Background: an optimization exercise with open tools, aiming at a short achievable clock period and few clock cycles. Do not read the settings as production practice.
Where RTL was checked, it was by simulation tests only, not by an equivalence proof against the original.
Power is estimated from default activity; no workload was simulated.

==> job 5332 <==
==> flow/design.v <==
module regfile (
    input         clk,
    input         we,
    input  [4:0]  wa,
    input  [31:0] wd,
    input  [31:1] oh1, oh2,
    output [31:0] rd1, rd2
);
    reg [31:0] rf [1:31];
    integer w, r;
    always @(posedge clk)
        for (w = 1; w < 32; w = w + 1)
            if (we && wa == w) rf[w] <= wd;
    reg [31:0] a, b;
    always @(*) begin
        a = 32'd0; b = 32'd0;
        for (r = 1; r < 32; r = r + 1) begin
            a = a | (rf[r] & {32{oh1[r]}});
            b = b | (rf[r] & {32{oh2[r]}});
        end
    end
    assign rd1 = a;
    assign rd2 = b;
endmodule
module controller (
    input  [31:0] instr,
    output        is_r, is_addi, is_lw, is_sw, is_beq, is_jal,
    output        use1, use2, wr, same,
    output        op_sub, op_and, op_or,
    output [31:1] oh1, oh2,
    output [31:0] imm, boff
);
    wire [6:0] op = instr[6:0];
    wire [2:0] f3 = instr[14:12];
    assign is_r    = op == 7'b0110011;
    assign is_addi = op == 7'b0010011;
    assign is_lw   = op == 7'b0000011;
    assign is_sw   = op == 7'b0100011;
    assign is_beq  = op == 7'b1100011;
    assign is_jal  = op == 7'b1101111;
    assign use1 = is_r | is_addi | is_lw | is_sw | is_beq;
    assign use2 = is_r | is_beq;
    assign wr   = (is_r | is_addi | is_lw | is_jal) & (instr[11:7] != 5'd0);
    assign same = instr[19:15] == instr[24:20];
    assign op_sub = is_r & ({instr[30], f3} == 4'b1000);
    assign op_or  = is_r & ({instr[30], f3} == 4'b0110);
    assign op_and = is_r & ({instr[30], f3} != 4'b0000) & ({instr[30], f3} != 4'b1000)
                         & ({instr[30], f3} != 4'b0110);
    genvar i;
    generate
        for (i = 1; i < 32; i = i + 1) begin : g_oh
            assign oh1[i] = instr[19:15] == i;
            assign oh2[i] = instr[24:20] == i;
        end
    endgenerate
    assign imm  = is_sw ? {{20{instr[31]}}, instr[31:25], instr[11:7]}
                        : {{20{instr[31]}}, instr[31:20]};
    assign boff = is_jal ? {{12{instr[31]}}, instr[31], instr[19:12], instr[20], instr[30:21]}
                         : {{20{instr[31]}}, instr[31], instr[7], instr[30:25], instr[11:8]};
endmodule
module datapath (
    input         clk, rst,
    input  [31:0] instr, dread_mem,
    output [31:0] instr_addr, result, rs2,
    output        datamem_en, datamem_we
);
    reg  [31:0] pc_f;
    assign instr_addr = pc_f;
    wire        d_r, d_addi, d_lw, d_sw, d_beq, d_jal, d_use1, d_use2, d_wr, d_same;
    wire        d_sub, d_and, d_or;
    wire [31:1] d_oh1, d_oh2;
    wire [31:0] d_imm, d_boff;
    controller dec (
        .instr(instr),
        .is_r(d_r), .is_addi(d_addi), .is_lw(d_lw), .is_sw(d_sw), .is_beq(d_beq), .is_jal(d_jal),
        .use1(d_use1), .use2(d_use2), .wr(d_wr), .same(d_same),
        .op_sub(d_sub), .op_and(d_and), .op_or(d_or),
        .oh1(d_oh1), .oh2(d_oh2), .imm(d_imm), .boff(d_boff)
    );
    wire        f_beq   = instr[6:0] == 7'b1100011;
    wire        f_taken = (instr[6:0] == 7'b1101111) |
                          (f_beq & (instr[31] | (instr[19:15] == instr[24:20])));
    wire [7:0]  f_off   = instr[2] ? instr[28:21] : {instr[28:25], instr[11:8]};
    wire [7:0]  f_tlo   = pc_f[7:0] + f_off;
    wire [31:0] pc_seq  = pc_f + 32'd1;
    wire        fw      = x_v & x_wr;
    wire        f_f1    = fw & (x_rd == instr[19:15]);
    wire        f_f2    = fw & (x_rd == instr[24:20]);
    wire [31:0] pc_pred = f_taken ? {pc_f[31:8], f_tlo} : pc_seq;
    reg         x_v;
    reg         x_r, x_addi, x_lw, x_sw, x_beq, x_jal, x_use1, x_use2, x_wr, x_same;
    reg         x_sub, x_and, x_or;
    reg  [31:1] x_oh1, x_oh2;
    reg  [31:0] x_imm, x_boff, x_pc;
    reg  [4:0]  x_rs1, x_rs2, x_rd;
    reg         x_f1, x_f2;      
    reg         m_v, m_lw, m_wr;
    reg  [4:0]  m_rd;
    reg  [31:0] m_res, m_st;
    reg         m_en, m_we;
    assign result     = m_res;
    assign rs2        = m_st;
    assign datamem_en = m_en;
    assign datamem_we = m_we;
    wire [31:0] rf1, rf2;
    wire        rf_we = m_v & m_wr;
    wire [31:0] rf_wd = m_lw ? dread_mem : m_res;
    regfile regfile (
        .clk(clk), .we(rf_we), .wa(m_rd), .wd(rf_wd),
        .oh1(x_oh1), .oh2(x_oh2), .rd1(rf1), .rd2(rf2)
    );
    wire [31:1] x_rs1oh, x_rs2oh;
    genvar gi;
    generate
        for (gi = 1; gi < 32; gi = gi + 1) begin : g_oh
            assign x_rs1oh[gi] = x_rs1 == gi;
            assign x_rs2oh[gi] = x_rs2 == gi;
        end
    endgenerate
    wire stall = x_v & m_lw & ((x_use1 & x_f1) | (x_use2 & x_f2));
    wire [31:0] a  = rf1 | (m_res & {32{x_f1}});
    wire [31:0] b2 = rf2 | (m_res & {32{x_f2}});
    wire [31:0] b  = x_r ? b2 : x_imm;
    wire [31:0] s_add = a + b;
    wire [31:0] s_sub = a - b;
    wire [31:0] link  = x_pc + 32'd1;
    wire [31:0] x_res = x_jal ? link :
                        x_and ? (a & b) :
                        x_or  ? (a | b) :
                        x_sub ? s_sub : s_add;
    wire [31:0] st_data = (x_f2 & m_lw) ? dread_mem : b2;
    wire [31:0] target = x_pc + x_boff;
    wire        taken  = x_jal | (x_beq & (a == b2));
    wire        go     = x_v & ~stall;
    wire        tgt_ok = target == pc_f;
    wire        seq_ok = link == pc_f;
    wire        mispredict = go & (taken ? ~tgt_ok : ~seq_ok);
    wire [31:0] redirect_pc = taken ? target : link;
    always @(posedge clk) begin
        if (rst) begin
            pc_f <= 32'd0;
            x_v  <= 1'b0;
            m_v  <= 1'b0;
            m_en <= 1'b0;
            m_we <= 1'b0;
        end else begin
            if (mispredict)  pc_f <= redirect_pc;
            else if (!stall) pc_f <= pc_pred;
            if (mispredict)  x_v <= 1'b0;
            else if (!stall) x_v <= 1'b1;
            m_v  <= go;
            m_en <= go & (x_lw | x_sw);
            m_we <= go & x_sw;
        end
        if (stall) begin
            if (x_f1) x_oh1 <= x_rs1oh;
            if (x_f2) x_oh2 <= x_rs2oh;
            x_f1  <= 1'b0;
            x_f2  <= 1'b0;
        end else begin
            x_f1  <= f_f1;
            x_f2  <= f_f2;
            x_oh1 <= d_oh1 & ~{31{f_f1}};
            x_oh2 <= d_oh2 & ~{31{f_f2}};
        end
        if (!stall) begin
            x_r <= d_r; x_addi <= d_addi; x_lw <= d_lw; x_sw <= d_sw; x_beq <= d_beq; x_jal <= d_jal;
            x_use1 <= d_use1; x_use2 <= d_use2; x_wr <= d_wr; x_same <= d_same;
            x_sub <= d_sub; x_and <= d_and; x_or <= d_or;
            x_imm <= d_imm; x_boff <= d_boff;
            x_pc <= pc_f;
            x_rs1 <= instr[19:15]; x_rs2 <= instr[24:20]; x_rd <= instr[11:7];
        end
        m_lw  <= x_lw;
        m_wr  <= x_wr;
        m_rd  <= x_rd;
        m_res <= x_res;
        m_st  <= st_data;
    end
endmodule
module cpu(
    input clk,rst,
    input [31:0] instr, dread_mem,
    output [31:0] result, instr_addr, rs2,
    output instrmem_en,datamem_en, datamem_we
    );
    assign instrmem_en = 1'b1;   
    datapath datapath (
        .clk(clk), .rst(rst),
        .instr(instr), .dread_mem(dread_mem),
        .instr_addr(instr_addr), .result(result), .rs2(rs2),
        .datamem_en(datamem_en), .datamem_we(datamem_we)
    );
endmodule
==> flow/flow/run.sh <==
#!/bin/bash
set -euo pipefail
cd "$(dirname "$0")/.."
bash standard.sh SETUP_SLACK_MARGIN=9.7 finish > make_finish.log 2>&1
==> flow/standard.sh <==
#!/bin/bash
# synth_recipe.tcl (not shown) runs the flow's synth.tcl, then flattens the netlist and writes it again
# the make line also repeats each setting of config.mk as NAME=value (left out here)
make -C /OpenROAD-flow-scripts/flow DESIGN_CONFIG=/design/flow/config.mk WORK_HOME=/design/flow/orfs CLKGATE_MAP_FILE= SYNTH_SCRIPT=/design/flow/synth_recipe.tcl "${@:-finish}"
==> flow/config.mk <==
export PLATFORM = sky130hd
export DESIGN_NAME = cpu
export DESIGN_NICKNAME = cpu
export VERILOG_FILES = /design/flow/design.v
export SDC_FILE = /design/flow/constraint.sdc
export NUM_CORES = 4
export LEC_CHECK = 0
export ABC_CLOCK_PERIOD_IN_PS = 4000
export CAP_MARGIN = 20
export CORE_MARGIN = 2
export CORE_UTILIZATION = 40
export SLEW_MARGIN = 20
==> flow/constraint.sdc <==
create_clock -name core_clock -period 14.0 [get_ports {clk}]
set_input_delay 2.8000 -clock core_clock [delete_from_list [all_inputs] [get_ports {clk}]]
set_output_delay 2.8000 -clock core_clock [all_outputs]
set_load 0.01 [all_outputs]
==> job 374 (differences from job 5332) <==
==> flow/design.v, changed modules only <==
module datapath (
    input         clk, rst,
    input  [31:0] instr, dread_mem,
    output [31:0] instr_addr, result, rs2,
    output        datamem_en, datamem_we
);
    reg  [31:0] pc_f;
    assign instr_addr = pc_f;
    wire        d_r, d_addi, d_lw, d_sw, d_beq, d_jal, d_use1, d_use2, d_wr, d_same;
    wire        d_sub, d_and, d_or;
    wire [31:1] d_oh1, d_oh2;
    wire [31:0] d_imm, d_boff;
    controller dec (
        .instr(instr),
        .is_r(d_r), .is_addi(d_addi), .is_lw(d_lw), .is_sw(d_sw), .is_beq(d_beq), .is_jal(d_jal),
        .use1(d_use1), .use2(d_use2), .wr(d_wr), .same(d_same),
        .op_sub(d_sub), .op_and(d_and), .op_or(d_or),
        .oh1(d_oh1), .oh2(d_oh2), .imm(d_imm), .boff(d_boff)
    );
    reg        btb_v   [0:15];
    reg [3:0]  btb_tag [0:15];
    reg [7:0]  btb_tgt [0:15];
    wire [3:0] bi = pc_f[3:0];
    wire       btb_hit = btb_v[bi] && btb_tag[bi] == pc_f[7:4];
    wire [31:0] pc_seq = pc_f + 32'd1;
    wire [31:0] pc_pred = btb_hit ? {pc_f[31:8], btb_tgt[bi]} : pc_seq;
    reg         x_v;
    reg         x_r, x_addi, x_lw, x_sw, x_beq, x_jal, x_use1, x_use2, x_wr, x_same;
    reg         x_sub, x_and, x_or;
    reg  [31:1] x_oh1, x_oh2;
    reg  [31:0] x_imm, x_boff, x_pc;
    reg  [4:0]  x_rs1, x_rs2, x_rd;
    reg         m_v, m_lw, m_wr;
    reg  [4:0]  m_rd;
    reg  [31:0] m_res, m_st;
    reg         m_en, m_we;
    assign result     = m_res;
    assign rs2        = m_st;
    assign datamem_en = m_en;
    assign datamem_we = m_we;
    wire [31:0] rf1, rf2;
    wire        rf_we = m_v & m_wr;
    wire [31:0] rf_wd = m_lw ? dread_mem : m_res;
    regfile regfile (
        .clk(clk), .we(rf_we), .wa(m_rd), .wd(rf_wd),
        .oh1(x_oh1), .oh2(x_oh2), .rd1(rf1), .rd2(rf2)
    );
    wire hit1 = m_v & m_wr & (m_rd == x_rs1);
    wire hit2 = m_v & m_wr & (m_rd == x_rs2);
    wire stall = x_v & m_lw & ((x_use1 & hit1) | (x_use2 & hit2));
    wire [31:0] a  = hit1 ? m_res : rf1;
    wire [31:0] b2 = hit2 ? m_res : rf2;
    wire [31:0] b  = x_r ? b2 : x_imm;
    wire [31:0] s_add = a + b;
    wire [31:0] s_sub = a - b;
    wire [31:0] link  = x_pc + 32'd1;
    wire [31:0] x_res = x_jal ? link :
                        x_and ? (a & b) :
                        x_or  ? (a | b) :
                        x_sub ? s_sub : s_add;
    wire [31:0] st_data = (hit2 & m_lw) ? dread_mem : b2;
    wire [31:0] target = x_pc + x_boff;
    wire        taken  = x_jal | (x_beq & (a == b2));
    wire        go     = x_v & ~stall;
    wire        tgt_ok = target == pc_f;
    wire        seq_ok = link == pc_f;
    wire        mispredict = go & (taken ? ~tgt_ok : ~seq_ok);
    wire [31:0] redirect_pc = taken ? target : link;
    wire        btb_wr = go & (x_jal | (x_beq & x_same));
    integer k;
    always @(posedge clk) begin
        if (rst) begin
            pc_f <= 32'd0;
            x_v  <= 1'b0;
            m_v  <= 1'b0;
            m_en <= 1'b0;
            m_we <= 1'b0;
            for (k = 0; k < 16; k = k + 1) btb_v[k] <= 1'b0;
        end else begin
            if (mispredict)  pc_f <= redirect_pc;
            else if (!stall) pc_f <= pc_pred;
            if (mispredict)  x_v <= 1'b0;
            else if (!stall) x_v <= 1'b1;
            m_v  <= go;
            m_en <= go & (x_lw | x_sw);
            m_we <= go & x_sw;
            if (btb_wr) btb_v[x_pc[3:0]] <= 1'b1;
        end
        if (!stall) begin
            x_r <= d_r; x_addi <= d_addi; x_lw <= d_lw; x_sw <= d_sw; x_beq <= d_beq; x_jal <= d_jal;
            x_use1 <= d_use1; x_use2 <= d_use2; x_wr <= d_wr; x_same <= d_same;
            x_sub <= d_sub; x_and <= d_and; x_or <= d_or;
            x_oh1 <= d_oh1; x_oh2 <= d_oh2; x_imm <= d_imm; x_boff <= d_boff;
            x_pc <= pc_f;
            x_rs1 <= instr[19:15]; x_rs2 <= instr[24:20]; x_rd <= instr[11:7];
        end
        if (btb_wr) begin
            btb_tag[x_pc[3:0]] <= x_pc[7:4];
            btb_tgt[x_pc[3:0]] <= target[7:0];
        end
        m_lw  <= x_lw;
        m_wr  <= x_wr;
        m_rd  <= x_rd;
        m_res <= x_res;
        m_st  <= st_data;
    end
endmodule
==> flow/run.sh (new file) <==
#!/bin/bash
# synth_recipe.tcl (not shown) runs the flow's synth.tcl, then flattens the netlist and writes it again
# the make line also repeats each setting of config.mk as NAME=value (left out here)
make -C /OpenROAD-flow-scripts/flow DESIGN_CONFIG=/design/flow/config.mk WORK_HOME=/design/flow/orfs CLKGATE_MAP_FILE= SYNTH_SCRIPT=/design/flow/synth_recipe.tcl finish
removed: flow/flow/run.sh
removed: flow/standard.sh
==> summary of the runs <==
Flip-flop and latch count: job 5332 is lower than job 374 (211).
Against job 374, the setup slack of job 5332 is higher by 2500 ps.
Final cell count: job 5332 is smaller than job 374 (about 3.6%).
Against job 374, the sequential share of layout area of job 5332 is lower by 6.0 points.
In job 5332 the clock skew is higher than in job 374, by 12 ps.
In job 374 the critical path depth is lower than in job 5332, by 5.
Worst hold slack: job 374 is worse than job 5332 (47 ps).
In job 374 the count of clock-buffer cells in the layout is higher than in job 5332, by 30.
==> figures <==
quantity	job 5332	job 374
Outcome	timing/DRC/antenna clean	timing/DRC/antenna clean
RSZ-0062 raised after global routing	yes	no
Post-synthesis area per instance	12.64 um^2	13.38 um^2
Worst setup slack before clock tree synthesis	7809 ps	6382 ps
Sequential cell area	36560 um^2	42490 um^2
Layout sequential cell count	1246	1457
Post-Place Cell Area	63700 um^2	71250 um^2
Horiz. Die Dim	387.6 um	411.9 um
Sw Pwr	3003 uW	3117 uW
Slowest cell on crit path	sky130_fd_sc_hd__or4_1	sky130_fd_sc_hd__or3_4
Number of fill cells	12442	14517
R2r startpoint	datapath.x_oh2[13]$_DFFE_PP_	datapath.m_rd[4]$_DFF_P_
Worst hold slack	396.5 ps	349.4 ps
Standard-cell row count	140	149
Last weighted congestion value of the routability-driven placer	0.9626	0.9850
Sequential share of power	45.9%	48.2%
Logic depth of the worst setup path including buffers	26	21
Synthesized area	58850 um^2	66540 um^2
Testbench counts of job 374, summed over its fixed seeds: cycles 24,440.
For job 5332, only the layout was checked, not whether the RTL still works.

==> what the ideal ports hide <==
The flow's constraints put no driver on any port. The routed layouts listed below were extracted and timed again, unchanged, in two steps. Step 1: set_driving_cell puts a clkbuf_16 on clk and a buf_2 on each other input, an assumption about the parent block. Step 2 adds t to the input delays and takes it off the output delays; t is the mean of the earliest and latest rising clock arrival at the registers after step 1. Input paths then give back, and output paths get back, about the clock's delay inside the block. Slacks: no drivers / after step 1 / after step 2; pairs: no drivers / after step 1.
run	t, ns	slack for setup (ns)	worst setup path at the end	worst slew at a driven data input, ns	cell pins on the clock port's net
job 5332	0.863	8.525 / 8.525 / 8.438	input to register	0.15	1
job 374	0.887	5.990 / 5.990 / 5.990	register to register	0.20	1
After both steps every run listed still meets setup and hold. The setup slack of job 5332, which loses most, moves by 0.000 ns with the drivers and by -0.087 ns with both steps.
